From an optimization exercise on the open Yosys and OpenROAD flow, aimed at small area, a short achievable clock period and few clock cycles per item; shortcuts taken in it are not production practice. No run shown here included a check of the RTL's function; only the layout flow was run.

## flow/design.v (module list and top-level ports; edited modules follow where they fit)
// module MADD: 65 lines
// module MSUB: 65 lines
// module DIV32: 61 lines
// module ModMult: 828 lines
// module NTT_ROM: 66 lines
// module NTT_WROM: 65 lines
// module NTTN: 179 lines
module NTTN (input             clk, reset,
             input             load_w,
             input             load_data,
             input             start,
             input             start_intt,
             input      [13:0] din,
             output reg        done,
             output reg [13:0] dout);
  // ...
==> flow/run.sh <==
#!/bin/bash
# synth_recipe.tcl (not shown) runs the flow's synth.tcl, then flattens the netlist and writes it again
# the make line also repeats each setting of config.mk as NAME=value (left out here)
make -C /OpenROAD-flow-scripts/flow DESIGN_CONFIG=/design/flow/config.mk WORK_HOME=/design/flow/orfs CLKGATE_MAP_FILE= SYNTH_SCRIPT=/design/flow/synth_recipe.tcl finish
==> flow/config.mk <==
export PLATFORM = sky130hd
export DESIGN_NAME = NTTN
export DESIGN_NICKNAME = NTTN
export VERILOG_FILES = /design/flow/design.v
export SDC_FILE = /design/flow/constraint.sdc
export NUM_CORES = 4
export LEC_CHECK = 0
export CAP_MARGIN = 20
export CORE_MARGIN = 2
export CORE_UTILIZATION = 40
export SETUP_SLACK_MARGIN = 3.9
export SLEW_MARGIN = 20
==> flow/constraint.sdc <==
create_clock -name core_clock -period 7.5 [get_ports {clk}]
set_input_delay 1.5000 -clock core_clock [delete_from_list [all_inputs] [get_ports {clk}]]
set_output_delay 1.5000 -clock core_clock [all_outputs]
set_load 0.01 [all_outputs]
==> flow_summary.ini, run 1 <==
[worst_setup_path]
cp.arrival_ps = 4470
crit_type = register to register
crit_required_ps = 8020
worstSetupEndpoint = OPA[4]
r2r_slack_ps = 3550
path_buf_inv = 4

[yosys]
synth_top_family_by_area = adder cells
synth_top_area_share_pct = 22.8
synth_most_common_cell = dfxtp_1
ys_top_cells_by_count = dfxtp_1 (709), inv_1 (649), edfxtp_1 (518)
synthAdderAreaFrac_pct = 18.7

[min_path]
min_from = SD[1][6]

[routing]
met2WireLength_mm = 88.2
vias = 44938
drc = 0
wl_met1_mm = 82.3

[timing]
relSlewSlack_pct = 22.1
fin_crit_sh_pct = 52.7
worst_pin_slew_ps = 1170
drv_slew = 0
finalSetupTns_ps = 0

[finish]
fin_nets = 6608
fin_area_mm2 = 0.0792
fillers = 15029
layout-drive-gt1-share_pct = 20.4
antennaDiodeCount = 4
clock_buffers = 191

[grt]
track_usage_pct = 21.6
grt_pass1_vias = 45889
use_met2_pct = 34.5
top_usage_layer = met2
grt_util_met1_pct = 29.9

[run_status]
status = no timing/DRC/antenna violations

[die]
rows = 151
die_x_um = 417

[place]
io_buffers = 34
==> module NTT_ROM, before the edit <==
module NTT_ROM(input [6:0] cnt, output reg v, output reg pa, output reg [3:0] ra0,
               output reg [3:0] ra1, output reg [3:0] tw, output reg sa,
               output reg sb, output reg sw);
always @(*) begin
    v = 1'b0; pa = 1'b0; ra0 = 4'd0; ra1 = 4'd0; tw = 4'd0; sa = 1'b0; sb = 1'b0; sw = 1'b0;
    case (cnt)
    7'd34: begin v = 1'b1; pa = 1'b0; ra0 = 4'd7; ra1 = 4'd15; tw = 4'd15; sa = 1'b0; sb = 1'b0; sw = 1'b0; end
    7'd35: begin v = 1'b1; pa = 1'b1; ra0 = 4'd13; ra1 = 4'd5; tw = 4'd11; sa = 1'b0; sb = 1'b0; sw = 1'b0; end
    7'd36: begin v = 1'b1; pa = 1'b1; ra0 = 4'd8; ra1 = 4'd0; tw = 4'd1; sa = 1'b0; sb = 1'b0; sw = 1'b0; end
    7'd37: begin v = 1'b1; pa = 1'b1; ra0 = 4'd12; ra1 = 4'd4; tw = 4'd8; sa = 1'b0; sb = 1'b0; sw = 1'b0; end
    7'd38: begin v = 1'b1; pa = 1'b0; ra0 = 4'd4; ra1 = 4'd12; tw = 4'd9; sa = 1'b0; sb = 1'b0; sw = 1'b0; end
    7'd39: begin v = 1'b1; pa = 1'b1; ra0 = 4'd15; ra1 = 4'd7; tw = 4'd14; sa = 1'b0; sb = 1'b0; sw = 1'b0; end
    7'd40: begin v = 1'b1; pa = 1'b0; ra0 = 4'd2; ra1 = 4'd10; tw = 4'd5; sa = 1'b0; sb = 1'b0; sw = 1'b0; end
    7'd41: begin v = 1'b1; pa = 1'b1; ra0 = 4'd9; ra1 = 4'd1; tw = 4'd2; sa = 1'b0; sb = 1'b0; sw = 1'b0; end
    7'd42: begin v = 1'b1; pa = 1'b0; ra0 = 4'd5; ra1 = 4'd13; tw = 4'd10; sa = 1'b0; sb = 1'b0; sw = 1'b0; end
    7'd43: begin v = 1'b1; pa = 1'b1; ra0 = 4'd10; ra1 = 4'd2; tw = 4'd4; sa = 1'b0; sb = 1'b0; sw = 1'b0; end
    7'd44: begin v = 1'b1; pa = 1'b0; ra0 = 4'd1; ra1 = 4'd9; tw = 4'd3; sa = 1'b0; sb = 1'b0; sw = 1'b0; end
    7'd45: begin v = 1'b1; pa = 1'b1; ra0 = 4'd4; ra1 = 4'd0; tw = 4'd2; sa = 1'b0; sb = 1'b1; sw = 1'b0; end
    7'd46: begin v = 1'b1; pa = 1'b1; ra0 = 4'd11; ra1 = 4'd3; tw = 4'd7; sa = 1'b0; sb = 1'b0; sw = 1'b0; end
    7'd47: begin v = 1'b1; pa = 1'b0; ra0 = 4'd0; ra1 = 4'd8; tw = 4'd0; sa = 1'b0; sb = 1'b0; sw = 1'b0; end
    7'd48: begin v = 1'b1; pa = 1'b1; ra0 = 4'd14; ra1 = 4'd6; tw = 4'd13; sa = 1'b0; sb = 1'b0; sw = 1'b0; end
    7'd49: begin v = 1'b1; pa = 1'b0; ra0 = 4'd3; ra1 = 4'd11; tw = 4'd6; sa = 1'b0; sb = 1'b0; sw = 1'b0; end
    7'd50: begin v = 1'b1; pa = 1'b1; ra0 = 4'd5; ra1 = 4'd1; tw = 4'd4; sa = 1'b0; sb = 1'b0; sw = 1'b0; end
    7'd51: begin v = 1'b1; pa = 1'b0; ra0 = 4'd1; ra1 = 4'd5; tw = 4'd6; sa = 1'b1; sb = 1'b0; sw = 1'b0; end
    7'd52: begin v = 1'b1; pa = 1'b0; ra0 = 4'd6; ra1 = 4'd14; tw = 4'd12; sa = 1'b0; sb = 1'b0; sw = 1'b0; end
    7'd53: begin v = 1'b1; pa = 1'b1; ra0 = 4'd7; ra1 = 4'd3; tw = 4'd14; sa = 1'b1; sb = 1'b0; sw = 1'b0; end
    7'd54: begin v = 1'b1; pa = 1'b0; ra0 = 4'd0; ra1 = 4'd4; tw = 4'd0; sa = 1'b1; sb = 1'b0; sw = 1'b0; end
    7'd55: begin v = 1'b1; pa = 1'b0; ra0 = 4'd2; ra1 = 4'd6; tw = 4'd10; sa = 1'b0; sb = 1'b1; sw = 1'b0; end
    7'd56: begin v = 1'b1; pa = 1'b0; ra0 = 4'd3; ra1 = 4'd7; tw = 4'd12; sa = 1'b1; sb = 1'b0; sw = 1'b0; end
    7'd57: begin v = 1'b1; pa = 1'b1; ra0 = 4'd13; ra1 = 4'd9; tw = 4'd6; sa = 1'b0; sb = 1'b0; sw = 1'b1; end
    7'd58: begin v = 1'b1; pa = 1'b1; ra0 = 4'd14; ra1 = 4'd10; tw = 4'd10; sa = 1'b0; sb = 1'b0; sw = 1'b1; end
    7'd59: begin v = 1'b1; pa = 1'b1; ra0 = 4'd6; ra1 = 4'd2; tw = 4'd8; sa = 1'b0; sb = 1'b1; sw = 1'b0; end
    7'd60: begin v = 1'b1; pa = 1'b0; ra0 = 4'd1; ra1 = 4'd3; tw = 4'd12; sa = 1'b0; sb = 1'b1; sw = 1'b0; end
    7'd61: begin v = 1'b1; pa = 1'b1; ra0 = 4'd7; ra1 = 4'd5; tw = 4'd12; sa = 1'b0; sb = 1'b0; sw = 1'b1; end
    7'd62: begin v = 1'b1; pa = 1'b1; ra0 = 4'd2; ra1 = 4'd0; tw = 4'd4; sa = 1'b0; sb = 1'b1; sw = 1'b0; end
    7'd63: begin v = 1'b1; pa = 1'b0; ra0 = 4'd4; ra1 = 4'd6; tw = 4'd4; sa = 1'b0; sb = 1'b0; sw = 1'b1; end
    7'd64: begin v = 1'b1; pa = 1'b1; ra0 = 4'd15; ra1 = 4'd11; tw = 4'd12; sa = 1'b0; sb = 1'b0; sw = 1'b1; end
    7'd65: begin v = 1'b1; pa = 1'b1; ra0 = 4'd3; ra1 = 4'd1; tw = 4'd8; sa = 1'b0; sb = 1'b0; sw = 1'b0; end
    7'd66: begin v = 1'b1; pa = 1'b0; ra0 = 4'd8; ra1 = 4'd12; tw = 4'd2; sa = 1'b0; sb = 1'b0; sw = 1'b1; end
    7'd67: begin v = 1'b1; pa = 1'b0; ra0 = 4'd5; ra1 = 4'd7; tw = 4'd8; sa = 1'b0; sb = 1'b0; sw = 1'b1; end
    7'd68: begin v = 1'b1; pa = 1'b0; ra0 = 4'd0; ra1 = 4'd2; tw = 4'd0; sa = 1'b0; sb = 1'b0; sw = 1'b0; end
    7'd69: begin v = 1'b1; pa = 1'b1; ra0 = 4'd1; ra1 = 4'd0; tw = 4'd8; sa = 1'b1; sb = 1'b0; sw = 1'b0; end
    7'd70: begin v = 1'b1; pa = 1'b0; ra0 = 4'd2; ra1 = 4'd3; tw = 4'd8; sa = 1'b0; sb = 1'b0; sw = 1'b1; end
    7'd71: begin v = 1'b1; pa = 1'b0; ra0 = 4'd11; ra1 = 4'd15; tw = 4'd14; sa = 1'b0; sb = 1'b0; sw = 1'b1; end
    7'd72: begin v = 1'b1; pa = 1'b0; ra0 = 4'd9; ra1 = 4'd13; tw = 4'd4; sa = 1'b0; sb = 1'b0; sw = 1'b1; end
    7'd73: begin v = 1'b1; pa = 1'b1; ra0 = 4'd6; ra1 = 4'd4; tw = 4'd0; sa = 1'b0; sb = 1'b0; sw = 1'b1; end
    7'd74: begin v = 1'b1; pa = 1'b1; ra0 = 4'd12; ra1 = 4'd8; tw = 4'd0; sa = 1'b0; sb = 1'b0; sw = 1'b1; end
    7'd75: begin v = 1'b1; pa = 1'b0; ra0 = 4'd4; ra1 = 4'd5; tw = 4'd8; sa = 1'b0; sb = 1'b0; sw = 1'b1; end
    7'd76: begin v = 1'b1; pa = 1'b0; ra0 = 4'd10; ra1 = 4'd14; tw = 4'd8; sa = 1'b0; sb = 1'b0; sw = 1'b1; end
    7'd77: begin v = 1'b1; pa = 1'b0; ra0 = 4'd8; ra1 = 4'd10; tw = 4'd4; sa = 1'b0; sb = 1'b0; sw = 1'b1; end
    7'd78: begin v = 1'b1; pa = 1'b1; ra0 = 4'd11; ra1 = 4'd9; tw = 4'd12; sa = 1'b0; sb = 1'b1; sw = 1'b1; end
    7'd79: begin v = 1'b1; pa = 1'b0; ra0 = 4'd13; ra1 = 4'd15; tw = 4'd12; sa = 1'b0; sb = 1'b0; sw = 1'b1; end
    7'd80: begin v = 1'b1; pa = 1'b1; ra0 = 4'd7; ra1 = 4'd6; tw = 4'd8; sa = 1'b0; sb = 1'b0; sw = 1'b1; end
    7'd81: begin v = 1'b1; pa = 1'b1; ra0 = 4'd14; ra1 = 4'd12; tw = 4'd4; sa = 1'b0; sb = 1'b0; sw = 1'b1; end
    7'd82: begin v = 1'b1; pa = 1'b0; ra0 = 4'd9; ra1 = 4'd11; tw = 4'd8; sa = 1'b0; sb = 1'b0; sw = 1'b1; end
    7'd83: begin v = 1'b1; pa = 1'b0; ra0 = 4'd12; ra1 = 4'd14; tw = 4'd0; sa = 1'b0; sb = 1'b1; sw = 1'b1; end
    7'd84: begin v = 1'b1; pa = 1'b1; ra0 = 4'd10; ra1 = 4'd8; tw = 4'd0; sa = 1'b0; sb = 1'b0; sw = 1'b1; end
    7'd85: begin v = 1'b1; pa = 1'b0; ra0 = 4'd8; ra1 = 4'd9; tw = 4'd8; sa = 1'b0; sb = 1'b1; sw = 1'b1; end
    7'd86: begin v = 1'b1; pa = 1'b1; ra0 = 4'd11; ra1 = 4'd10; tw = 4'd8; sa = 1'b0; sb = 1'b0; sw = 1'b1; end
    7'd87: begin v = 1'b1; pa = 1'b1; ra0 = 4'd15; ra1 = 4'd13; tw = 4'd8; sa = 1'b0; sb = 1'b0; sw = 1'b1; end
    7'd88: begin v = 1'b1; pa = 1'b0; ra0 = 4'd14; ra1 = 4'd15; tw = 4'd8; sa = 1'b1; sb = 1'b0; sw = 1'b1; end
    7'd89: begin v = 1'b1; pa = 1'b1; ra0 = 4'd13; ra1 = 4'd12; tw = 4'd8; sa = 1'b0; sb = 1'b0; sw = 1'b1; end
    default: ;
    endcase
end
endmodule
==> module NTT_WROM, before the edit <==
module NTT_WROM(input [6:0] cnt, output reg v, output reg pa, output reg [3:0] ra0,
                output reg [3:0] ra1, output reg sw);
always @(*) begin
    v = 1'b0; pa = 1'b0; ra0 = 4'd0; ra1 = 4'd0; sw = 1'b0;
    case (cnt)
    7'd41: begin v = 1'b1; pa = 1'b0; ra0 = 4'd7; ra1 = 4'd15; sw = 1'b0; end
    7'd42: begin v = 1'b1; pa = 1'b1; ra0 = 4'd13; ra1 = 4'd5; sw = 1'b0; end
    7'd43: begin v = 1'b1; pa = 1'b1; ra0 = 4'd8; ra1 = 4'd0; sw = 1'b0; end
    7'd44: begin v = 1'b1; pa = 1'b1; ra0 = 4'd12; ra1 = 4'd4; sw = 1'b0; end
    7'd45: begin v = 1'b1; pa = 1'b0; ra0 = 4'd4; ra1 = 4'd12; sw = 1'b0; end
    7'd46: begin v = 1'b1; pa = 1'b1; ra0 = 4'd15; ra1 = 4'd7; sw = 1'b0; end
    7'd47: begin v = 1'b1; pa = 1'b0; ra0 = 4'd2; ra1 = 4'd10; sw = 1'b0; end
    7'd48: begin v = 1'b1; pa = 1'b1; ra0 = 4'd9; ra1 = 4'd1; sw = 1'b0; end
    7'd49: begin v = 1'b1; pa = 1'b0; ra0 = 4'd5; ra1 = 4'd13; sw = 1'b0; end
    7'd50: begin v = 1'b1; pa = 1'b1; ra0 = 4'd10; ra1 = 4'd2; sw = 1'b0; end
    7'd51: begin v = 1'b1; pa = 1'b0; ra0 = 4'd1; ra1 = 4'd9; sw = 1'b0; end
    7'd52: begin v = 1'b1; pa = 1'b1; ra0 = 4'd4; ra1 = 4'd0; sw = 1'b0; end
    7'd53: begin v = 1'b1; pa = 1'b1; ra0 = 4'd11; ra1 = 4'd3; sw = 1'b0; end
    7'd54: begin v = 1'b1; pa = 1'b0; ra0 = 4'd0; ra1 = 4'd8; sw = 1'b0; end
    7'd55: begin v = 1'b1; pa = 1'b1; ra0 = 4'd14; ra1 = 4'd6; sw = 1'b0; end
    7'd56: begin v = 1'b1; pa = 1'b0; ra0 = 4'd3; ra1 = 4'd11; sw = 1'b0; end
    7'd57: begin v = 1'b1; pa = 1'b1; ra0 = 4'd5; ra1 = 4'd1; sw = 1'b0; end
    7'd58: begin v = 1'b1; pa = 1'b0; ra0 = 4'd1; ra1 = 4'd5; sw = 1'b0; end
    7'd59: begin v = 1'b1; pa = 1'b0; ra0 = 4'd6; ra1 = 4'd14; sw = 1'b0; end
    7'd60: begin v = 1'b1; pa = 1'b1; ra0 = 4'd7; ra1 = 4'd3; sw = 1'b0; end
    7'd61: begin v = 1'b1; pa = 1'b0; ra0 = 4'd0; ra1 = 4'd4; sw = 1'b0; end
    7'd62: begin v = 1'b1; pa = 1'b0; ra0 = 4'd2; ra1 = 4'd6; sw = 1'b0; end
    7'd63: begin v = 1'b1; pa = 1'b0; ra0 = 4'd3; ra1 = 4'd7; sw = 1'b0; end
    7'd64: begin v = 1'b1; pa = 1'b1; ra0 = 4'd13; ra1 = 4'd9; sw = 1'b1; end
    7'd65: begin v = 1'b1; pa = 1'b1; ra0 = 4'd14; ra1 = 4'd10; sw = 1'b1; end
    7'd66: begin v = 1'b1; pa = 1'b1; ra0 = 4'd6; ra1 = 4'd2; sw = 1'b0; end
    7'd67: begin v = 1'b1; pa = 1'b0; ra0 = 4'd1; ra1 = 4'd3; sw = 1'b0; end
    7'd68: begin v = 1'b1; pa = 1'b1; ra0 = 4'd7; ra1 = 4'd5; sw = 1'b1; end
    7'd69: begin v = 1'b1; pa = 1'b1; ra0 = 4'd2; ra1 = 4'd0; sw = 1'b0; end
    7'd70: begin v = 1'b1; pa = 1'b0; ra0 = 4'd4; ra1 = 4'd6; sw = 1'b1; end
    7'd71: begin v = 1'b1; pa = 1'b1; ra0 = 4'd15; ra1 = 4'd11; sw = 1'b1; end
    7'd72: begin v = 1'b1; pa = 1'b1; ra0 = 4'd3; ra1 = 4'd1; sw = 1'b0; end
    7'd73: begin v = 1'b1; pa = 1'b0; ra0 = 4'd8; ra1 = 4'd12; sw = 1'b1; end
    7'd74: begin v = 1'b1; pa = 1'b0; ra0 = 4'd5; ra1 = 4'd7; sw = 1'b1; end
    7'd75: begin v = 1'b1; pa = 1'b0; ra0 = 4'd0; ra1 = 4'd2; sw = 1'b0; end
    7'd76: begin v = 1'b1; pa = 1'b1; ra0 = 4'd1; ra1 = 4'd0; sw = 1'b0; end
    7'd77: begin v = 1'b1; pa = 1'b0; ra0 = 4'd2; ra1 = 4'd3; sw = 1'b1; end
    7'd78: begin v = 1'b1; pa = 1'b0; ra0 = 4'd11; ra1 = 4'd15; sw = 1'b1; end
    7'd79: begin v = 1'b1; pa = 1'b0; ra0 = 4'd9; ra1 = 4'd13; sw = 1'b1; end
    7'd80: begin v = 1'b1; pa = 1'b1; ra0 = 4'd6; ra1 = 4'd4; sw = 1'b1; end
    7'd81: begin v = 1'b1; pa = 1'b1; ra0 = 4'd12; ra1 = 4'd8; sw = 1'b1; end
    7'd82: begin v = 1'b1; pa = 1'b0; ra0 = 4'd4; ra1 = 4'd5; sw = 1'b1; end
    7'd83: begin v = 1'b1; pa = 1'b0; ra0 = 4'd10; ra1 = 4'd14; sw = 1'b1; end
    7'd84: begin v = 1'b1; pa = 1'b0; ra0 = 4'd8; ra1 = 4'd10; sw = 1'b1; end
    7'd85: begin v = 1'b1; pa = 1'b1; ra0 = 4'd11; ra1 = 4'd9; sw = 1'b1; end
    7'd86: begin v = 1'b1; pa = 1'b0; ra0 = 4'd13; ra1 = 4'd15; sw = 1'b1; end
    7'd87: begin v = 1'b1; pa = 1'b1; ra0 = 4'd7; ra1 = 4'd6; sw = 1'b1; end
    7'd88: begin v = 1'b1; pa = 1'b1; ra0 = 4'd14; ra1 = 4'd12; sw = 1'b1; end
    7'd89: begin v = 1'b1; pa = 1'b0; ra0 = 4'd9; ra1 = 4'd11; sw = 1'b1; end
    7'd90: begin v = 1'b1; pa = 1'b0; ra0 = 4'd12; ra1 = 4'd14; sw = 1'b1; end
    7'd91: begin v = 1'b1; pa = 1'b1; ra0 = 4'd10; ra1 = 4'd8; sw = 1'b1; end
    7'd92: begin v = 1'b1; pa = 1'b0; ra0 = 4'd8; ra1 = 4'd9; sw = 1'b1; end
    7'd93: begin v = 1'b1; pa = 1'b1; ra0 = 4'd11; ra1 = 4'd10; sw = 1'b1; end
    7'd94: begin v = 1'b1; pa = 1'b1; ra0 = 4'd15; ra1 = 4'd13; sw = 1'b1; end
    7'd95: begin v = 1'b1; pa = 1'b0; ra0 = 4'd14; ra1 = 4'd15; sw = 1'b1; end
    7'd96: begin v = 1'b1; pa = 1'b1; ra0 = 4'd13; ra1 = 4'd12; sw = 1'b1; end
    default: ;
    endcase
end
endmodule
==> run 2, diff against run 1 <==
--- a/flow/design.v
+++ b/flow/design.v
@@ -1,10 +1,10 @@
 localparam NM = 5;    
-localparam T0 = 81;   
+localparam T0 = 82;   
 module MADD (input [13:0] a, b, q, output [13:0] y);
 wire ma_0 = a[0] ^ b[0];
 wire ma_1 = a[0] & b[0];
 wire ma_2 = a[1] ^ b[1];
 wire ma_3 = a[1] & b[1];
 wire ma_4 = a[2] ^ b[2];
 wire ma_5 = a[2] & b[2];
 wire ma_6 = a[3] ^ b[3];
@@ -1020,151 +1020,151 @@
 assign C = Cr;
 endmodule
 module NTT_ROM(input [6:0] cnt, output reg v, output reg pa, output reg [3:0] ra0,
                output reg [3:0] ra1, output reg [3:0] tw, output reg sa,
                output reg sb, output reg sw);
 always @(*) begin
     v = 1'b0; pa = 1'b0; ra0 = 4'd0; ra1 = 4'd0; tw = 4'd0; sa = 1'b0; sb = 1'b0; sw = 1'b0;
     case (cnt)
-    7'd34: begin v = 1'b1; pa = 1'b0; ra0 = 4'd7; ra1 = 4'd15; tw = 4'd15; sa = 1'b0; sb = 1'b0; sw = 1'b0; end
-    7'd35: begin v = 1'b1; pa = 1'b1; ra0 = 4'd13; ra1 = 4'd5; tw = 4'd11; sa = 1'b0; sb = 1'b0; sw = 1'b0; end
-    7'd36: begin v = 1'b1; pa = 1'b1; ra0 = 4'd8; ra1 = 4'd0; tw = 4'd1; sa = 1'b0; sb = 1'b0; sw = 1'b0; end
-    7'd37: begin v = 1'b1; pa = 1'b1; ra0 = 4'd12; ra1 = 4'd4; tw = 4'd8; sa = 1'b0; sb = 1'b0; sw = 1'b0; end
-    7'd38: begin v = 1'b1; pa = 1'b0; ra0 = 4'd4; ra1 = 4'd12; tw = 4'd9; sa = 1'b0; sb = 1'b0; sw = 1'b0; end
-    7'd39: begin v = 1'b1; pa = 1'b1; ra0 = 4'd15; ra1 = 4'd7; tw = 4'd14; sa = 1'b0; sb = 1'b0; sw = 1'b0; end
-    7'd40: begin v = 1'b1; pa = 1'b0; ra0 = 4'd2; ra1 = 4'd10; tw = 4'd5; sa = 1'b0; sb = 1'b0; sw = 1'b0; end
-    7'd41: begin v = 1'b1; pa = 1'b1; ra0 = 4'd9; ra1 = 4'd1; tw = 4'd2; sa = 1'b0; sb = 1'b0; sw = 1'b0; end
-    7'd42: begin v = 1'b1; pa = 1'b0; ra0 = 4'd5; ra1 = 4'd13; tw = 4'd10; sa = 1'b0; sb = 1'b0; sw = 1'b0; end
-    7'd43: begin v = 1'b1; pa = 1'b1; ra0 = 4'd10; ra1 = 4'd2; tw = 4'd4; sa = 1'b0; sb = 1'b0; sw = 1'b0; end
-    7'd44: begin v = 1'b1; pa = 1'b0; ra0 = 4'd1; ra1 = 4'd9; tw = 4'd3; sa = 1'b0; sb = 1'b0; sw = 1'b0; end
-    7'd45: begin v = 1'b1; pa = 1'b1; ra0 = 4'd4; ra1 = 4'd0; tw = 4'd2; sa = 1'b0; sb = 1'b1; sw = 1'b0; end
-    7'd46: begin v = 1'b1; pa = 1'b1; ra0 = 4'd11; ra1 = 4'd3; tw = 4'd7; sa = 1'b0; sb = 1'b0; sw = 1'b0; end
-    7'd47: begin v = 1'b1; pa = 1'b0; ra0 = 4'd0; ra1 = 4'd8; tw = 4'd0; sa = 1'b0; sb = 1'b0; sw = 1'b0; end
-    7'd48: begin v = 1'b1; pa = 1'b1; ra0 = 4'd14; ra1 = 4'd6; tw = 4'd13; sa = 1'b0; sb = 1'b0; sw = 1'b0; end
-    7'd49: begin v = 1'b1; pa = 1'b0; ra0 = 4'd3; ra1 = 4'd11; tw = 4'd6; sa = 1'b0; sb = 1'b0; sw = 1'b0; end
-    7'd50: begin v = 1'b1; pa = 1'b1; ra0 = 4'd5; ra1 = 4'd1; tw = 4'd4; sa = 1'b0; sb = 1'b0; sw = 1'b0; end
-    7'd51: begin v = 1'b1; pa = 1'b0; ra0 = 4'd1; ra1 = 4'd5; tw = 4'd6; sa = 1'b1; sb = 1'b0; sw = 1'b0; end
-    7'd52: begin v = 1'b1; pa = 1'b0; ra0 = 4'd6; ra1 = 4'd14; tw = 4'd12; sa = 1'b0; sb = 1'b0; sw = 1'b0; end
-    7'd53: begin v = 1'b1; pa = 1'b1; ra0 = 4'd7; ra1 = 4'd3; tw = 4'd14; sa = 1'b1; sb = 1'b0; sw = 1'b0; end
-    7'd54: begin v = 1'b1; pa = 1'b0; ra0 = 4'd0; ra1 = 4'd4; tw = 4'd0; sa = 1'b1; sb = 1'b0; sw = 1'b0; end
-    7'd55: begin v = 1'b1; pa = 1'b0; ra0 = 4'd2; ra1 = 4'd6; tw = 4'd10; sa = 1'b0; sb = 1'b1; sw = 1'b0; end
-    7'd56: begin v = 1'b1; pa = 1'b0; ra0 = 4'd3; ra1 = 4'd7; tw = 4'd12; sa = 1'b1; sb = 1'b0; sw = 1'b0; end
-    7'd57: begin v = 1'b1; pa = 1'b1; ra0 = 4'd13; ra1 = 4'd9; tw = 4'd6; sa = 1'b0; sb = 1'b0; sw = 1'b1; end
-    7'd58: begin v = 1'b1; pa = 1'b1; ra0 = 4'd14; ra1 = 4'd10; tw = 4'd10; sa = 1'b0; sb = 1'b0; sw = 1'b1; end
-    7'd59: begin v = 1'b1; pa = 1'b1; ra0 = 4'd6; ra1 = 4'd2; tw = 4'd8; sa = 1'b0; sb = 1'b1; sw = 1'b0; end
-    7'd60: begin v = 1'b1; pa = 1'b0; ra0 = 4'd1; ra1 = 4'd3; tw = 4'd12; sa = 1'b0; sb = 1'b1; sw = 1'b0; end
-    7'd61: begin v = 1'b1; pa = 1'b1; ra0 = 4'd7; ra1 = 4'd5; tw = 4'd12; sa = 1'b0; sb = 1'b0; sw = 1'b1; end
-    7'd62: begin v = 1'b1; pa = 1'b1; ra0 = 4'd2; ra1 = 4'd0; tw = 4'd4; sa = 1'b0; sb = 1'b1; sw = 1'b0; end
-    7'd63: begin v = 1'b1; pa = 1'b0; ra0 = 4'd4; ra1 = 4'd6; tw = 4'd4; sa = 1'b0; sb = 1'b0; sw = 1'b1; end
-    7'd64: begin v = 1'b1; pa = 1'b1; ra0 = 4'd15; ra1 = 4'd11; tw = 4'd12; sa = 1'b0; sb = 1'b0; sw = 1'b1; end
-    7'd65: begin v = 1'b1; pa = 1'b1; ra0 = 4'd3; ra1 = 4'd1; tw = 4'd8; sa = 1'b0; sb = 1'b0; sw = 1'b0; end
-    7'd66: begin v = 1'b1; pa = 1'b0; ra0 = 4'd8; ra1 = 4'd12; tw = 4'd2; sa = 1'b0; sb = 1'b0; sw = 1'b1; end
-    7'd67: begin v = 1'b1; pa = 1'b0; ra0 = 4'd5; ra1 = 4'd7; tw = 4'd8; sa = 1'b0; sb = 1'b0; sw = 1'b1; end
-    7'd68: begin v = 1'b1; pa = 1'b0; ra0 = 4'd0; ra1 = 4'd2; tw = 4'd0; sa = 1'b0; sb = 1'b0; sw = 1'b0; end
-    7'd69: begin v = 1'b1; pa = 1'b1; ra0 = 4'd1; ra1 = 4'd0; tw = 4'd8; sa = 1'b1; sb = 1'b0; sw = 1'b0; end
-    7'd70: begin v = 1'b1; pa = 1'b0; ra0 = 4'd2; ra1 = 4'd3; tw = 4'd8; sa = 1'b0; sb = 1'b0; sw = 1'b1; end
-    7'd71: begin v = 1'b1; pa = 1'b0; ra0 = 4'd11; ra1 = 4'd15; tw = 4'd14; sa = 1'b0; sb = 1'b0; sw = 1'b1; end
-    7'd72: begin v = 1'b1; pa = 1'b0; ra0 = 4'd9; ra1 = 4'd13; tw = 4'd4; sa = 1'b0; sb = 1'b0; sw = 1'b1; end
+    7'd34: begin v = 1'b1; pa = 1'b1; ra0 = 4'd8; ra1 = 4'd0; tw = 4'd1; sa = 1'b0; sb = 1'b0; sw = 1'b0; end
+    7'd35: begin v = 1'b1; pa = 1'b0; ra0 = 4'd1; ra1 = 4'd9; tw = 4'd3; sa = 1'b0; sb = 1'b0; sw = 1'b0; end
+    7'd36: begin v = 1'b1; pa = 1'b0; ra0 = 4'd4; ra1 = 4'd12; tw = 4'd9; sa = 1'b0; sb = 1'b0; sw = 1'b0; end
+    7'd37: begin v = 1'b1; pa = 1'b0; ra0 = 4'd5; ra1 = 4'd13; tw = 4'd10; sa = 1'b0; sb = 1'b0; sw = 1'b0; end
+    7'd38: begin v = 1'b1; pa = 1'b1; ra0 = 4'd15; ra1 = 4'd7; tw = 4'd14; sa = 1'b0; sb = 1'b0; sw = 1'b0; end
+    7'd39: begin v = 1'b1; pa = 1'b0; ra0 = 4'd0; ra1 = 4'd8; tw = 4'd0; sa = 1'b0; sb = 1'b0; sw = 1'b0; end
+    7'd40: begin v = 1'b1; pa = 1'b1; ra0 = 4'd11; ra1 = 4'd3; tw = 4'd7; sa = 1'b0; sb = 1'b0; sw = 1'b0; end
+    7'd41: begin v = 1'b1; pa = 1'b0; ra0 = 4'd2; ra1 = 4'd10; tw = 4'd5; sa = 1'b0; sb = 1'b0; sw = 1'b0; end
+    7'd42: begin v = 1'b1; pa = 1'b1; ra0 = 4'd14; ra1 = 4'd6; tw = 4'd13; sa = 1'b0; sb = 1'b0; sw = 1'b0; end
+    7'd43: begin v = 1'b1; pa = 1'b1; ra0 = 4'd4; ra1 = 4'd0; tw = 4'd2; sa = 1'b0; sb = 1'b1; sw = 1'b0; end
+    7'd44: begin v = 1'b1; pa = 1'b1; ra0 = 4'd9; ra1 = 4'd1; tw = 4'd2; sa = 1'b0; sb = 1'b0; sw = 1'b0; end
+    7'd45: begin v = 1'b1; pa = 1'b0; ra0 = 4'd6; ra1 = 4'd14; tw = 4'd12; sa = 1'b0; sb = 1'b0; sw = 1'b0; end
+    7'd46: begin v = 1'b1; pa = 1'b1; ra0 = 4'd10; ra1 = 4'd2; tw = 4'd4; sa = 1'b0; sb = 1'b0; sw = 1'b0; end
+    7'd47: begin v = 1'b1; pa = 1'b0; ra0 = 4'd7; ra1 = 4'd15; tw = 4'd15; sa = 1'b0; sb = 1'b0; sw = 1'b0; end
+    7'd48: begin v = 1'b1; pa = 1'b1; ra0 = 4'd13; ra1 = 4'd5; tw = 4'd11; sa = 1'b0; sb = 1'b0; sw = 1'b0; end
+    7'd49: begin v = 1'b1; pa = 1'b0; ra0 = 4'd2; ra1 = 4'd6; tw = 4'd10; sa = 1'b0; sb = 1'b1; sw = 1'b0; end
+    7'd50: begin v = 1'b1; pa = 1'b0; ra0 = 4'd3; ra1 = 4'd11; tw = 4'd6; sa = 1'b0; sb = 1'b0; sw = 1'b0; end
+    7'd51: begin v = 1'b1; pa = 1'b1; ra0 = 4'd5; ra1 = 4'd1; tw = 4'd4; sa = 1'b1; sb = 1'b0; sw = 1'b0; end
+    7'd52: begin v = 1'b1; pa = 1'b1; ra0 = 4'd12; ra1 = 4'd4; tw = 4'd8; sa = 1'b0; sb = 1'b0; sw = 1'b0; end
+    7'd53: begin v = 1'b1; pa = 1'b1; ra0 = 4'd6; ra1 = 4'd2; tw = 4'd8; sa = 1'b1; sb = 1'b0; sw = 1'b0; end
+    7'd54: begin v = 1'b1; pa = 1'b1; ra0 = 4'd7; ra1 = 4'd3; tw = 4'd14; sa = 1'b0; sb = 1'b1; sw = 1'b0; end
+    7'd55: begin v = 1'b1; pa = 1'b0; ra0 = 4'd1; ra1 = 4'd5; tw = 4'd6; sa = 1'b0; sb = 1'b1; sw = 1'b0; end
+    7'd56: begin v = 1'b1; pa = 1'b1; ra0 = 4'd2; ra1 = 4'd0; tw = 4'd4; sa = 1'b0; sb = 1'b1; sw = 1'b0; end
+    7'd57: begin v = 1'b1; pa = 1'b0; ra0 = 4'd3; ra1 = 4'd7; tw = 4'd12; sa = 1'b1; sb = 1'b0; sw = 1'b0; end
+    7'd58: begin v = 1'b1; pa = 1'b0; ra0 = 4'd4; ra1 = 4'd6; tw = 4'd4; sa = 1'b0; sb = 1'b0; sw = 1'b1; end
+    7'd59: begin v = 1'b1; pa = 1'b0; ra0 = 4'd0; ra1 = 4'd4; tw = 4'd0; sa = 1'b0; sb = 1'b1; sw = 1'b0; end
+    7'd60: begin v = 1'b1; pa = 1'b1; ra0 = 4'd13; ra1 = 4'd9; tw = 4'd6; sa = 1'b0; sb = 1'b0; sw = 1'b1; end
+    7'd61: begin v = 1'b1; pa = 1'b0; ra0 = 4'd11; ra1 = 4'd15; tw = 4'd14; sa = 1'b0; sb = 1'b0; sw = 1'b1; end
+    7'd62: begin v = 1'b1; pa = 1'b0; ra0 = 4'd1; ra1 = 4'd3; tw = 4'd12; sa = 1'b1; sb = 1'b0; sw = 1'b0; end
+    7'd63: begin v = 1'b1; pa = 1'b0; ra0 = 4'd8; ra1 = 4'd12; tw = 4'd2; sa = 1'b0; sb = 1'b0; sw = 1'b1; end
+    7'd64: begin v = 1'b1; pa = 1'b0; ra0 = 4'd5; ra1 = 4'd7; tw = 4'd8; sa = 1'b0; sb = 1'b1; sw = 1'b1; end
+    7'd65: begin v = 1'b1; pa = 1'b1; ra0 = 4'd15; ra1 = 4'd11; tw = 4'd12; sa = 1'b0; sb = 1'b0; sw = 1'b1; end
+    7'd66: begin v = 1'b1; pa = 1'b0; ra0 = 4'd0; ra1 = 4'd2; tw = 4'd0; sa = 1'b1; sb = 1'b0; sw = 1'b0; end
+    7'd67: begin v = 1'b1; pa = 1'b1; ra0 = 4'd3; ra1 = 4'd1; tw = 4'd8; sa = 1'b0; sb = 1'b0; sw = 1'b0; end
+    7'd68: begin v = 1'b1; pa = 1'b1; ra0 = 4'd11; ra1 = 4'd9; tw = 4'd12; sa = 1'b0; sb = 1'b1; sw = 1'b1; end
+    7'd69: begin v = 1'b1; pa = 1'b1; ra0 = 4'd1; ra1 = 4'd0; tw = 4'd8; sa = 1'b0; sb = 1'b1; sw = 1'b0; end
+    7'd70: begin v = 1'b1; pa = 1'b1; ra0 = 4'd14; ra1 = 4'd10; tw = 4'd10; sa = 1'b0; sb = 1'b0; sw = 1'b1; end
+    7'd71: begin v = 1'b1; pa = 1'b1; ra0 = 4'd7; ra1 = 4'd5; tw = 4'd12; sa = 1'b0; sb = 1'b0; sw = 1'b1; end
+    7'd72: begin v = 1'b1; pa = 1'b1; ra0 = 4'd12; ra1 = 4'd8; tw = 4'd0; sa = 1'b0; sb = 1'b0; sw = 1'b1; end
     7'd73: begin v = 1'b1; pa = 1'b1; ra0 = 4'd6; ra1 = 4'd4; tw = 4'd0; sa = 1'b0; sb = 1'b0; sw = 1'b1; end
-    7'd74: begin v = 1'b1; pa = 1'b1; ra0 = 4'd12; ra1 = 4'd8; tw = 4'd0; sa = 1'b0; sb = 1'b0; sw = 1'b1; end
-    7'd75: begin v = 1'b1; pa = 1'b0; ra0 = 4'd4; ra1 = 4'd5; tw = 4'd8; sa = 1'b0; sb = 1'b0; sw = 1'b1; end
-    7'd76: begin v = 1'b1; pa = 1'b0; ra0 = 4'd10; ra1 = 4'd14; tw = 4'd8; sa = 1'b0; sb = 1'b0; sw = 1'b1; end
-    7'd77: begin v = 1'b1; pa = 1'b0; ra0 = 4'd8; ra1 = 4'd10; tw = 4'd4; sa = 1'b0; sb = 1'b0; sw = 1'b1; end
-    7'd78: begin v = 1'b1; pa = 1'b1; ra0 = 4'd11; ra1 = 4'd9; tw = 4'd12; sa = 1'b0; sb = 1'b1; sw = 1'b1; end
-    7'd79: begin v = 1'b1; pa = 1'b0; ra0 = 4'd13; ra1 = 4'd15; tw = 4'd12; sa = 1'b0; sb = 1'b0; sw = 1'b1; end
-    7'd80: begin v = 1'b1; pa = 1'b1; ra0 = 4'd7; ra1 = 4'd6; tw = 4'd8; sa = 1'b0; sb = 1'b0; sw = 1'b1; end
-    7'd81: begin v = 1'b1; pa = 1'b1; ra0 = 4'd14; ra1 = 4'd12; tw = 4'd4; sa = 1'b0; sb = 1'b0; sw = 1'b1; end
-    7'd82: begin v = 1'b1; pa = 1'b0; ra0 = 4'd9; ra1 = 4'd11; tw = 4'd8; sa = 1'b0; sb = 1'b0; sw = 1'b1; end
-    7'd83: begin v = 1'b1; pa = 1'b0; ra0 = 4'd12; ra1 = 4'd14; tw = 4'd0; sa = 1'b0; sb = 1'b1; sw = 1'b1; end
-    7'd84: begin v = 1'b1; pa = 1'b1; ra0 = 4'd10; ra1 = 4'd8; tw = 4'd0; sa = 1'b0; sb = 1'b0; sw = 1'b1; end
-    7'd85: begin v = 1'b1; pa = 1'b0; ra0 = 4'd8; ra1 = 4'd9; tw = 4'd8; sa = 1'b0; sb = 1'b1; sw = 1'b1; end
-    7'd86: begin v = 1'b1; pa = 1'b1; ra0 = 4'd11; ra1 = 4'd10; tw = 4'd8; sa = 1'b0; sb = 1'b0; sw = 1'b1; end
-    7'd87: begin v = 1'b1; pa = 1'b1; ra0 = 4'd15; ra1 = 4'd13; tw = 4'd8; sa = 1'b0; sb = 1'b0; sw = 1'b1; end
-    7'd88: begin v = 1'b1; pa = 1'b0; ra0 = 4'd14; ra1 = 4'd15; tw = 4'd8; sa = 1'b1; sb = 1'b0; sw = 1'b1; end
+    7'd74: begin v = 1'b1; pa = 1'b0; ra0 = 4'd2; ra1 = 4'd3; tw = 4'd8; sa = 1'b0; sb = 1'b0; sw = 1'b1; end
+    7'd75: begin v = 1'b1; pa = 1'b0; ra0 = 4'd10; ra1 = 4'd14; tw = 4'd8; sa = 1'b0; sb = 1'b0; sw = 1'b1; end
+    7'd76: begin v = 1'b1; pa = 1'b0; ra0 = 4'd9; ra1 = 4'd13; tw = 4'd4; sa = 1'b0; sb = 1'b0; sw = 1'b1; end
+    7'd77: begin v = 1'b1; pa = 1'b0; ra0 = 4'd8; ra1 = 4'd10; tw = 4'd4; sa = 1'b0; sb = 1'b1; sw = 1'b1; end
+    7'd78: begin v = 1'b1; pa = 1'b0; ra0 = 4'd4; ra1 = 4'd5; tw = 4'd8; sa = 1'b0; sb = 1'b1; sw = 1'b1; end
+    7'd79: begin v = 1'b1; pa = 1'b1; ra0 = 4'd14; ra1 = 4'd12; tw = 4'd4; sa = 1'b0; sb = 1'b0; sw = 1'b1; end
+    7'd80: begin v = 1'b1; pa = 1'b0; ra0 = 4'd13; ra1 = 4'd15; tw = 4'd12; sa = 1'b0; sb = 1'b0; sw = 1'b1; end
+    7'd81: begin v = 1'b1; pa = 1'b1; ra0 = 4'd7; ra1 = 4'd6; tw = 4'd8; sa = 1'b0; sb = 1'b0; sw = 1'b1; end
+    7'd82: begin v = 1'b1; pa = 1'b1; ra0 = 4'd10; ra1 = 4'd8; tw = 4'd0; sa = 1'b0; sb = 1'b1; sw = 1'b1; end
+    7'd83: begin v = 1'b1; pa = 1'b0; ra0 = 4'd9; ra1 = 4'd11; tw = 4'd8; sa = 1'b1; sb = 1'b0; sw = 1'b1; end
+    7'd84: begin v = 1'b1; pa = 1'b0; ra0 = 4'd8; ra1 = 4'd9; tw = 4'd8; sa = 1'b1; sb = 1'b0; sw = 1'b1; end
+    7'd85: begin v = 1'b1; pa = 1'b1; ra0 = 4'd15; ra1 = 4'd13; tw = 4'd8; sa = 1'b0; sb = 1'b0; sw = 1'b1; end
+    7'd86: begin v = 1'b1; pa = 1'b0; ra0 = 4'd12; ra1 = 4'd14; tw = 4'd0; sa = 1'b0; sb = 1'b0; sw = 1'b1; end
+    7'd87: begin v = 1'b1; pa = 1'b1; ra0 = 4'd11; ra1 = 4'd10; tw = 4'd8; sa = 1'b0; sb = 1'b0; sw = 1'b1; end
+    7'd88: begin v = 1'b1; pa = 1'b0; ra0 = 4'd14; ra1 = 4'd15; tw = 4'd8; sa = 1'b0; sb = 1'b0; sw = 1'b1; end
     7'd89: begin v = 1'b1; pa = 1'b1; ra0 = 4'd13; ra1 = 4'd12; tw = 4'd8; sa = 1'b0; sb = 1'b0; sw = 1'b1; end
     default: ;
     endcase
 end
 endmodule
 module NTT_WROM(input [6:0] cnt, output reg v, output reg pa, output reg [3:0] ra0,
                 output reg [3:0] ra1, output reg sw);
 always @(*) begin
     v = 1'b0; pa = 1'b0; ra0 = 4'd0; ra1 = 4'd0; sw = 1'b0;
     case (cnt)
-    7'd41: begin v = 1'b1; pa = 1'b0; ra0 = 4'd7; ra1 = 4'd15; sw = 1'b0; end
-    7'd42: begin v = 1'b1; pa = 1'b1; ra0 = 4'd13; ra1 = 4'd5; sw = 1'b0; end
-    7'd43: begin v = 1'b1; pa = 1'b1; ra0 = 4'd8; ra1 = 4'd0; sw = 1'b0; end
-    7'd44: begin v = 1'b1; pa = 1'b1; ra0 = 4'd12; ra1 = 4'd4; sw = 1'b0; end
-    7'd45: begin v = 1'b1; pa = 1'b0; ra0 = 4'd4; ra1 = 4'd12; sw = 1'b0; end
-    7'd46: begin v = 1'b1; pa = 1'b1; ra0 = 4'd15; ra1 = 4'd7; sw = 1'b0; end
-    7'd47: begin v = 1'b1; pa = 1'b0; ra0 = 4'd2; ra1 = 4'd10; sw = 1'b0; end
-    7'd48: begin v = 1'b1; pa = 1'b1; ra0 = 4'd9; ra1 = 4'd1; sw = 1'b0; end
-    7'd49: begin v = 1'b1; pa = 1'b0; ra0 = 4'd5; ra1 = 4'd13; sw = 1'b0; end
-    7'd50: begin v = 1'b1; pa = 1'b1; ra0 = 4'd10; ra1 = 4'd2; sw = 1'b0; end
-    7'd51: begin v = 1'b1; pa = 1'b0; ra0 = 4'd1; ra1 = 4'd9; sw = 1'b0; end
-    7'd52: begin v = 1'b1; pa = 1'b1; ra0 = 4'd4; ra1 = 4'd0; sw = 1'b0; end
-    7'd53: begin v = 1'b1; pa = 1'b1; ra0 = 4'd11; ra1 = 4'd3; sw = 1'b0; end
-    7'd54: begin v = 1'b1; pa = 1'b0; ra0 = 4'd0; ra1 = 4'd8; sw = 1'b0; end
-    7'd55: begin v = 1'b1; pa = 1'b1; ra0 = 4'd14; ra1 = 4'd6; sw = 1'b0; end
-    7'd56: begin v = 1'b1; pa = 1'b0; ra0 = 4'd3; ra1 = 4'd11; sw = 1'b0; end
-    7'd57: begin v = 1'b1; pa = 1'b1; ra0 = 4'd5; ra1 = 4'd1; sw = 1'b0; end
-    7'd58: begin v = 1'b1; pa = 1'b0; ra0 = 4'd1; ra1 = 4'd5; sw = 1'b0; end
-    7'd59: begin v = 1'b1; pa = 1'b0; ra0 = 4'd6; ra1 = 4'd14; sw = 1'b0; end
-    7'd60: begin v = 1'b1; pa = 1'b1; ra0 = 4'd7; ra1 = 4'd3; sw = 1'b0; end
-    7'd61: begin v = 1'b1; pa = 1'b0; ra0 = 4'd0; ra1 = 4'd4; sw = 1'b0; end
-    7'd62: begin v = 1'b1; pa = 1'b0; ra0 = 4'd2; ra1 = 4'd6; sw = 1'b0; end
-    7'd63: begin v = 1'b1; pa = 1'b0; ra0 = 4'd3; ra1 = 4'd7; sw = 1'b0; end
-    7'd64: begin v = 1'b1; pa = 1'b1; ra0 = 4'd13; ra1 = 4'd9; sw = 1'b1; end
-    7'd65: begin v = 1'b1; pa = 1'b1; ra0 = 4'd14; ra1 = 4'd10; sw = 1'b1; end
-    7'd66: begin v = 1'b1; pa = 1'b1; ra0 = 4'd6; ra1 = 4'd2; sw = 1'b0; end
-    7'd67: begin v = 1'b1; pa = 1'b0; ra0 = 4'd1; ra1 = 4'd3; sw = 1'b0; end
-    7'd68: begin v = 1'b1; pa = 1'b1; ra0 = 4'd7; ra1 = 4'd5; sw = 1'b1; end
-    7'd69: begin v = 1'b1; pa = 1'b1; ra0 = 4'd2; ra1 = 4'd0; sw = 1'b0; end
-    7'd70: begin v = 1'b1; pa = 1'b0; ra0 = 4'd4; ra1 = 4'd6; sw = 1'b1; end
-    7'd71: begin v = 1'b1; pa = 1'b1; ra0 = 4'd15; ra1 = 4'd11; sw = 1'b1; end
-    7'd72: begin v = 1'b1; pa = 1'b1; ra0 = 4'd3; ra1 = 4'd1; sw = 1'b0; end
-    7'd73: begin v = 1'b1; pa = 1'b0; ra0 = 4'd8; ra1 = 4'd12; sw = 1'b1; end
-    7'd74: begin v = 1'b1; pa = 1'b0; ra0 = 4'd5; ra1 = 4'd7; sw = 1'b1; end
-    7'd75: begin v = 1'b1; pa = 1'b0; ra0 = 4'd0; ra1 = 4'd2; sw = 1'b0; end
+    7'd41: begin v = 1'b1; pa = 1'b1; ra0 = 4'd8; ra1 = 4'd0; sw = 1'b0; end
+    7'd42: begin v = 1'b1; pa = 1'b0; ra0 = 4'd1; ra1 = 4'd9; sw = 1'b0; end
+    7'd43: begin v = 1'b1; pa = 1'b0; ra0 = 4'd4; ra1 = 4'd12; sw = 1'b0; end
+    7'd44: begin v = 1'b1; pa = 1'b0; ra0 = 4'd5; ra1 = 4'd13; sw = 1'b0; end
+    7'd45: begin v = 1'b1; pa = 1'b1; ra0 = 4'd15; ra1 = 4'd7; sw = 1'b0; end
+    7'd46: begin v = 1'b1; pa = 1'b0; ra0 = 4'd0; ra1 = 4'd8; sw = 1'b0; end
+    7'd47: begin v = 1'b1; pa = 1'b1; ra0 = 4'd11; ra1 = 4'd3; sw = 1'b0; end
+    7'd48: begin v = 1'b1; pa = 1'b0; ra0 = 4'd2; ra1 = 4'd10; sw = 1'b0; end
+    7'd49: begin v = 1'b1; pa = 1'b1; ra0 = 4'd14; ra1 = 4'd6; sw = 1'b0; end
+    7'd50: begin v = 1'b1; pa = 1'b1; ra0 = 4'd4; ra1 = 4'd0; sw = 1'b0; end
+    7'd51: begin v = 1'b1; pa = 1'b1; ra0 = 4'd9; ra1 = 4'd1; sw = 1'b0; end
+    7'd52: begin v = 1'b1; pa = 1'b0; ra0 = 4'd6; ra1 = 4'd14; sw = 1'b0; end
+    7'd53: begin v = 1'b1; pa = 1'b1; ra0 = 4'd10; ra1 = 4'd2; sw = 1'b0; end
+    7'd54: begin v = 1'b1; pa = 1'b0; ra0 = 4'd7; ra1 = 4'd15; sw = 1'b0; end
+    7'd55: begin v = 1'b1; pa = 1'b1; ra0 = 4'd13; ra1 = 4'd5; sw = 1'b0; end
+    7'd56: begin v = 1'b1; pa = 1'b0; ra0 = 4'd2; ra1 = 4'd6; sw = 1'b0; end
+    7'd57: begin v = 1'b1; pa = 1'b0; ra0 = 4'd3; ra1 = 4'd11; sw = 1'b0; end
+    7'd58: begin v = 1'b1; pa = 1'b1; ra0 = 4'd5; ra1 = 4'd1; sw = 1'b0; end
+    7'd59: begin v = 1'b1; pa = 1'b1; ra0 = 4'd12; ra1 = 4'd4; sw = 1'b0; end
+    7'd60: begin v = 1'b1; pa = 1'b1; ra0 = 4'd6; ra1 = 4'd2; sw = 1'b0; end
+    7'd61: begin v = 1'b1; pa = 1'b1; ra0 = 4'd7; ra1 = 4'd3; sw = 1'b0; end
+    7'd62: begin v = 1'b1; pa = 1'b0; ra0 = 4'd1; ra1 = 4'd5; sw = 1'b0; end
+    7'd63: begin v = 1'b1; pa = 1'b1; ra0 = 4'd2; ra1 = 4'd0; sw = 1'b0; end
+    7'd64: begin v = 1'b1; pa = 1'b0; ra0 = 4'd3; ra1 = 4'd7; sw = 1'b0; end
+    7'd65: begin v = 1'b1; pa = 1'b0; ra0 = 4'd4; ra1 = 4'd6; sw = 1'b1; end
+    7'd66: begin v = 1'b1; pa = 1'b0; ra0 = 4'd0; ra1 = 4'd4; sw = 1'b0; end
+    7'd67: begin v = 1'b1; pa = 1'b1; ra0 = 4'd13; ra1 = 4'd9; sw = 1'b1; end
+    7'd68: begin v = 1'b1; pa = 1'b0; ra0 = 4'd11; ra1 = 4'd15; sw = 1'b1; end
+    7'd69: begin v = 1'b1; pa = 1'b0; ra0 = 4'd1; ra1 = 4'd3; sw = 1'b0; end
+    7'd70: begin v = 1'b1; pa = 1'b0; ra0 = 4'd8; ra1 = 4'd12; sw = 1'b1; end
+    7'd71: begin v = 1'b1; pa = 1'b0; ra0 = 4'd5; ra1 = 4'd7; sw = 1'b1; end
+    7'd72: begin v = 1'b1; pa = 1'b1; ra0 = 4'd15; ra1 = 4'd11; sw = 1'b1; end
+    7'd73: begin v = 1'b1; pa = 1'b0; ra0 = 4'd0; ra1 = 4'd2; sw = 1'b0; end
+    7'd74: begin v = 1'b1; pa = 1'b1; ra0 = 4'd3; ra1 = 4'd1; sw = 1'b0; end
+    7'd75: begin v = 1'b1; pa = 1'b1; ra0 = 4'd11; ra1 = 4'd9; sw = 1'b1; end
     7'd76: begin v = 1'b1; pa = 1'b1; ra0 = 4'd1; ra1 = 4'd0; sw = 1'b0; end
-    7'd77: begin v = 1'b1; pa = 1'b0; ra0 = 4'd2; ra1 = 4'd3; sw = 1'b1; end
-    7'd78: begin v = 1'b1; pa = 1'b0; ra0 = 4'd11; ra1 = 4'd15; sw = 1'b1; end
-    7'd79: begin v = 1'b1; pa = 1'b0; ra0 = 4'd9; ra1 = 4'd13; sw = 1'b1; end
+    7'd77: begin v = 1'b1; pa = 1'b1; ra0 = 4'd14; ra1 = 4'd10; sw = 1'b1; end
+    7'd78: begin v = 1'b1; pa = 1'b1; ra0 = 4'd7; ra1 = 4'd5; sw = 1'b1; end
+    7'd79: begin v = 1'b1; pa = 1'b1; ra0 = 4'd12; ra1 = 4'd8; sw = 1'b1; end
     7'd80: begin v = 1'b1; pa = 1'b1; ra0 = 4'd6; ra1 = 4'd4; sw = 1'b1; end
-    7'd81: begin v = 1'b1; pa = 1'b1; ra0 = 4'd12; ra1 = 4'd8; sw = 1'b1; end
-    7'd82: begin v = 1'b1; pa = 1'b0; ra0 = 4'd4; ra1 = 4'd5; sw = 1'b1; end
-    7'd83: begin v = 1'b1; pa = 1'b0; ra0 = 4'd10; ra1 = 4'd14; sw = 1'b1; end
+    7'd81: begin v = 1'b1; pa = 1'b0; ra0 = 4'd2; ra1 = 4'd3; sw = 1'b1; end
+    7'd82: begin v = 1'b1; pa = 1'b0; ra0 = 4'd10; ra1 = 4'd14; sw = 1'b1; end
+    7'd83: begin v = 1'b1; pa = 1'b0; ra0 = 4'd9; ra1 = 4'd13; sw = 1'b1; end
     7'd84: begin v = 1'b1; pa = 1'b0; ra0 = 4'd8; ra1 = 4'd10; sw = 1'b1; end
-    7'd85: begin v = 1'b1; pa = 1'b1; ra0 = 4'd11; ra1 = 4'd9; sw = 1'b1; end
-    7'd86: begin v = 1'b1; pa = 1'b0; ra0 = 4'd13; ra1 = 4'd15; sw = 1'b1; end
-    7'd87: begin v = 1'b1; pa = 1'b1; ra0 = 4'd7; ra1 = 4'd6; sw = 1'b1; end
-    7'd88: begin v = 1'b1; pa = 1'b1; ra0 = 4'd14; ra1 = 4'd12; sw = 1'b1; end
-    7'd89: begin v = 1'b1; pa = 1'b0; ra0 = 4'd9; ra1 = 4'd11; sw = 1'b1; end
-    7'd90: begin v = 1'b1; pa = 1'b0; ra0 = 4'd12; ra1 = 4'd14; sw = 1'b1; end
-    7'd91: begin v = 1'b1; pa = 1'b1; ra0 = 4'd10; ra1 = 4'd8; sw = 1'b1; end
-    7'd92: begin v = 1'b1; pa = 1'b0; ra0 = 4'd8; ra1 = 4'd9; sw = 1'b1; end
-    7'd93: begin v = 1'b1; pa = 1'b1; ra0 = 4'd11; ra1 = 4'd10; sw = 1'b1; end
-    7'd94: begin v = 1'b1; pa = 1'b1; ra0 = 4'd15; ra1 = 4'd13; sw = 1'b1; end
+    7'd85: begin v = 1'b1; pa = 1'b0; ra0 = 4'd4; ra1 = 4'd5; sw = 1'b1; end
+    7'd86: begin v = 1'b1; pa = 1'b1; ra0 = 4'd14; ra1 = 4'd12; sw = 1'b1; end
+    7'd87: begin v = 1'b1; pa = 1'b0; ra0 = 4'd13; ra1 = 4'd15; sw = 1'b1; end
+    7'd88: begin v = 1'b1; pa = 1'b1; ra0 = 4'd7; ra1 = 4'd6; sw = 1'b1; end
+    7'd89: begin v = 1'b1; pa = 1'b1; ra0 = 4'd10; ra1 = 4'd8; sw = 1'b1; end
+    7'd90: begin v = 1'b1; pa = 1'b0; ra0 = 4'd9; ra1 = 4'd11; sw = 1'b1; end
+    7'd91: begin v = 1'b1; pa = 1'b0; ra0 = 4'd8; ra1 = 4'd9; sw = 1'b1; end
+    7'd92: begin v = 1'b1; pa = 1'b1; ra0 = 4'd15; ra1 = 4'd13; sw = 1'b1; end
+    7'd93: begin v = 1'b1; pa = 1'b0; ra0 = 4'd12; ra1 = 4'd14; sw = 1'b1; end
+    7'd94: begin v = 1'b1; pa = 1'b1; ra0 = 4'd11; ra1 = 4'd10; sw = 1'b1; end
     7'd95: begin v = 1'b1; pa = 1'b0; ra0 = 4'd14; ra1 = 4'd15; sw = 1'b1; end
     7'd96: begin v = 1'b1; pa = 1'b1; ra0 = 4'd13; ra1 = 4'd12; sw = 1'b1; end
     default: ;
     endcase
 end
 endmodule
 module NTTN (input             clk, reset,
              input             load_w,
              input             load_data,
              input             start,
              input             start_intt,
              input      [13:0] din,
              output reg        done,
              output reg [13:0] dout);
 localparam NM = 5;    
-localparam T0 = 81;   
+localparam T0 = 82;   
 localparam LS = 2 + NM;        
 localparam RUN0 = 34;          
 integer i;
 reg        lw_r, ld_r, st_r, sti_r;
 reg [13:0] din_r;
 always @(posedge clk or posedge reset) begin
     if (reset) begin
         lw_r <= 1'b0; ld_r <= 1'b0; st_r <= 1'b0; sti_r <= 1'b0;
@@ -1280,45 +1280,55 @@
 assign W1 = w_pa ? val_a : val_b;
 wire        ljp = ^lj;
 always @(posedge clk) begin
     if (dinw ? !ljp : w_v) B0[dinw ? lj[4:1] : w_ra0] <= dinw ? din_r : W0;
     if (dinw ?  ljp : w_v) B1[dinw ? lj[4:1] : w_ra1] <= dinw ? din_r : W1;
 end
 wire [6:0] oc_n  = cnt_n - (T0 - 5);
 wire [6:0] oc2_n = cnt_n - (T0 - 3);
+wire [6:0] oce_n = cnt_n - (T0 - 6);      
 wire       opar_n = ^oc_n[4:2];
+wire       epar_n = ^oce_n[4:2];
 reg  [3:0] oa0, oa1;
-reg        opar, oldf, oswp, osw4, osub;
+reg        opar, epar, oldf, oswp, osw4, osub;
 always @(posedge clk) begin
-    oa0    <= {oc_n[4:2], oc_n[0] ^ opar_n};
-    oa1    <= {oc_n[4:2], ~(oc_n[0] ^ opar_n)};
+    if (oc_n[1:0] == 2'd3) begin
+        oa0 <= {oce_n[4:2], epar_n};
+        oa1 <= {oce_n[4:2], ~epar_n};
+    end else begin
+        oa0 <= {oc_n[4:2], ~opar_n};
+        oa1 <= {oc_n[4:2], opar_n};
+    end
     opar   <= opar_n;
+    epar   <= epar_n;
     oldf   <= (oc_n[1:0] == 2'd1);
     oswp   <= (oc_n[1:0] == 2'd3);
     osw4   <= intt_n && (oc_n[4:2] != 3'd0);
     osub   <= oc2_n[0] ^ (intt_n && !((oc2_n[4:2] == 3'd0) && !oc2_n[1]));
 end
 wire [13:0] o0 = B0[oa0];
 wire [13:0] o1 = B1[oa1];
-reg  [13:0] Ey0, Ey2, OPA, OPB, ZH, FH, R1, R2, R2a, R2b;
+reg  [13:0] Ey0, Ey2, YS, YD, OPA, OPB, ZH, FH, R1, R2, R2a, R2b;
 wire [13:0] ysum, ydif, oadd, osb, dva, dvb;
 MADD oma1(.a(Ey0), .b(Ey2), .q(q), .y(ysum));
 MSUB oms1(.a(Ey0), .b(Ey2), .q(q), .y(ydif));
 MADD oma2(.a(OPA), .b(OPB), .q(q), .y(oadd));
 MSUB oms2(.a(OPA), .b(OPB), .q(q), .y(osb));
 DIV32 odv(.x(R1), .q(q), .ya(dva), .yb(dvb));
 always @(posedge clk) begin
-    Ey0 <= opar ? o1 : o0;
-    Ey2 <= opar ? o0 : o1;
+    Ey0 <= epar ? o1 : o0;
+    Ey2 <= epar ? o0 : o1;
+    YS  <= ysum;
+    YD  <= ydif;
     if (oldf) begin
         OPB <= opar ? o0 : o1;
         FH  <= opar ? o1 : o0;
-        OPA <= osw4 ? ydif : ysum;
-        ZH  <= osw4 ? ysum : ydif;
+        OPA <= osw4 ? YD : YS;
+        ZH  <= osw4 ? YS : YD;
     end else if (oswp) begin
         OPA <= ZH;
         OPB <= FH;
     end
     R1   <= osub ? osb : oadd;
     R2   <= R1;
     R2a  <= dva;
     R2b  <= dvb;
==> flow_summary.ini, run 2 <==
[routing]
ant_nets = 0
drc = 0
route.met3.wl_mm = 12.9
drt_iter0_drc = 3830
vias = 43858
top_layer_used = met5
routed_wl_mm = 185
met2WireLength_mm = 86.6
wl_met1_mm = 79.4
first_pass_iters = 6
viasPerCell = 5.40
route.detailed.wl_per_inst_um = 22.7

[finish]
fin_cells = 8128
layout_commonest_cell = dfxtp_1
seq_area_mm2 = 0.0310
most-common-layout-cells = dfxtp_1 (687), inv_1 (579), edfxtp_1 (518)
layout-drive-gt1-share_pct = 20.2
syn2layout_area_growth_pct = 15.2
multi_input_area_mm2 = 0.0358
fillers = 15144
fin_nets = 6564

[timing]
layout_setup_ws_ps = 3680
setup_violations = 0
fin_crit_sh_pct = 50.9
skew_ps = 51.2
hold_viol = 0
drv_slew = 0
timing.fmax_mhz = 262
worst_pin_slew_ps = 1210
min_period_ps = 3820
finalSetupTns_ps = 0
rsz0062_at_grt = true
timing.hold.ws_ps = 304
relSlewSlack_pct = 19.5

[yosys]
synth_area_leaders = edfxtp_1 (23%), dfxtp_1 (22%), fa_1 (13%)
synth_top_area_share_pct = 22.7
netlist_area_mm2 = 0.0687
synth_top_cell_by_area = edfxtp_1
synthArstFlopShare_pct = 1.88
synth_edf_count = 518
yosys_warnings = 6
yosysSeqAreaShare_pct = 45.1
synth_flop_cell = dfxtp_1
synth_most_common_cell = dfxtp_1
synth_cell_types = 92
avgSynthCellArea_um2 = 12.3
ys_seq_elements = 1280
syn_inst = 5601
synthesis.nets = 6384
ys_top_cells_by_count = dfxtp_1 (738), inv_1 (630), edfxtp_1 (518)

[clocking]
max-clock-path-buffers = 3
clk_latency_ps = 800
cts_root_buf = clkbuf_16
clk_pin_slew_ps = 60
hold_buffers = 0
cts_tree = yes
cts_made_buffers = 140
cts.sinks = 1280
cts.htree.levels = 4

[place]
io_buffers = 34
place_inst = 7735
dp_hpwl_mm = 126
place.gp.congestion = 0.881
post-place-ws_ps = 2520

[min_path]
hp-class = register to register
min_path_cells = 0
min_from = SD[3][5]
hold_end = SD[4][5]

[grt]
grt_pass1_vias = 44542
grt_pass1_wl_mm = 277
grt_start_max_net_pins = 86
grt_antenna_before_repair = 8
grt.overflow.total = 0
track_usage_pct = 21.1

[worst_setup_path]
r2r-end = S1[3]
crit_type = register to register
crit_required_ps = 8130
worst-path-max-fanout = 5
r2r_slack_ps = 3680
r2r-start = Y[1]
crit_path_end_kind = register
startpoint_type = register
reg2regPathDepth = 15
cp.arrival_ps = 4450

[die]
rows = 152
dieArea_mm2 = 0.175
die_h_um = 418
die_x_um = 418
start_util_pct = 40.2
core_mm2 = 0.171
ios = 35

[run_status]
status = no timing/DRC/antenna violations

[flow_run]
drv_cap = 0
-- run 2: changes by cell type after synthesis, moves of 13 or more --
cell      change
mux2_2       +33
xnor2_1      +31
dfxtp_1      +29
nor4_1       -21
buf_2        -20
inv_1        -19
buf_1        +17
a211oi_1     -16
a21oi_1      +13
a22oi_1      -13
xor2_1       -13
-- run 2: worst max-delay path by stage --
| stage | end | slack, ps | from | cells after the start |
|---|---|---|---|---|
| floorplan | S1[11] | 3910 | Y[1] | 15 |
| global placement | R1[1] | 2530 | q[8] | 12 |
| detailed placement | R1[1] | 2520 | q[8] | 12 |
| CTS | S1[5] | 3580 | Y[1] | 14 |
| global route | S1[5] | 3540 | Y[1] | 14 |
| finish | S1[3] | 3680 | Y[1] | 15 |
-- run 2: metal layers --
metal / GRT usage [%] / vias to the layer above
met3: 3.74 / 343
met1: 29.0 / 22175
li1: - / 19858
met4: 6.96 / 6
met5: 0 / -
met2: 33.7 / 1476
-- run 2: area by class of cell --
class	instances	area share, %
sequential	1280	39.2
antenna	2	0.00633
inverter	641	3.15
clock buffer	194	4.97
multi-input combinational	3457	45.3
tap	2233	3.53
timing repair buffer	261	2.87
clock inverter	60	0.951
-- run 2: kinds of logic after synthesis --
| group | count (synthesis) | synth area share, % |
|---|---|---|
| DFF | 1280 | 45.1 |
| and+or+nand+nor | 1254 | 8.57 |
| buffers and inverters | 866 | 4.81 |
| adders and majority gates | 763 | 18.7 |
| AOI/OAI and AO/OA | 744 | 7.32 |
| muxes | 473 | 12.7 |
| xor gates and xnor gates | 221 | 2.84 |
-- run 2: through the flow --
stage	instance area, um^2	util (%)
finish	79100	46.2
global route	79100	46.2
CTS	77900	45.6
floorplan	68700	-
detailed placement	71800	42.0
global placement	71800	42.0
-- run 2: repair_timing --
action	CTS	global route
pin swaps	73	102
cloned	2	1
buffers inserted	83	49
endpoints found under the setup margin	146	109
gates resized for setup	171	193
-- run 2: critical path, cell delays in order (launching register included) --
cell and delay (ps):
dfxtp_2 340, inv_2 50, ha_4 280, inv_4 40
fa_2 550, ha_4 210, a211oi_2 170, o21bai_1 110
o311a_1 340, a311o_1 300, o31a_1 280, a41oi_2 180
mux2i_2 360, nand2_2 180, buf_6 190, mux2i_1 110

## afterwards: timing with drivers on the ports
The flow's constraints put no driver on any port. The routed layouts listed below were extracted and timed again, unchanged, in two steps.
Step 1: set_driving_cell puts a clkbuf_16 on clk and a buf_2 on each other input, an assumption about the parent block.
Step 2 adds t to the input delays and takes it off the output delays; t is the mean of the earliest and latest rising clock arrival at the registers after step 1. Input paths then give back, and output paths get back, about the clock's delay inside the block.
Three values: no drivers, after step 1, after step 2; two values: the first two.
run | t, ns | setup WS [ns] | cell pins on the clock port's net
run 1 | 0.863 | 3.547 / 3.547 / 3.547 | 1
run 2 | 0.853 | 3.684 / 3.684 / 3.684 | 1
After both steps setup and hold are still met in every run listed.
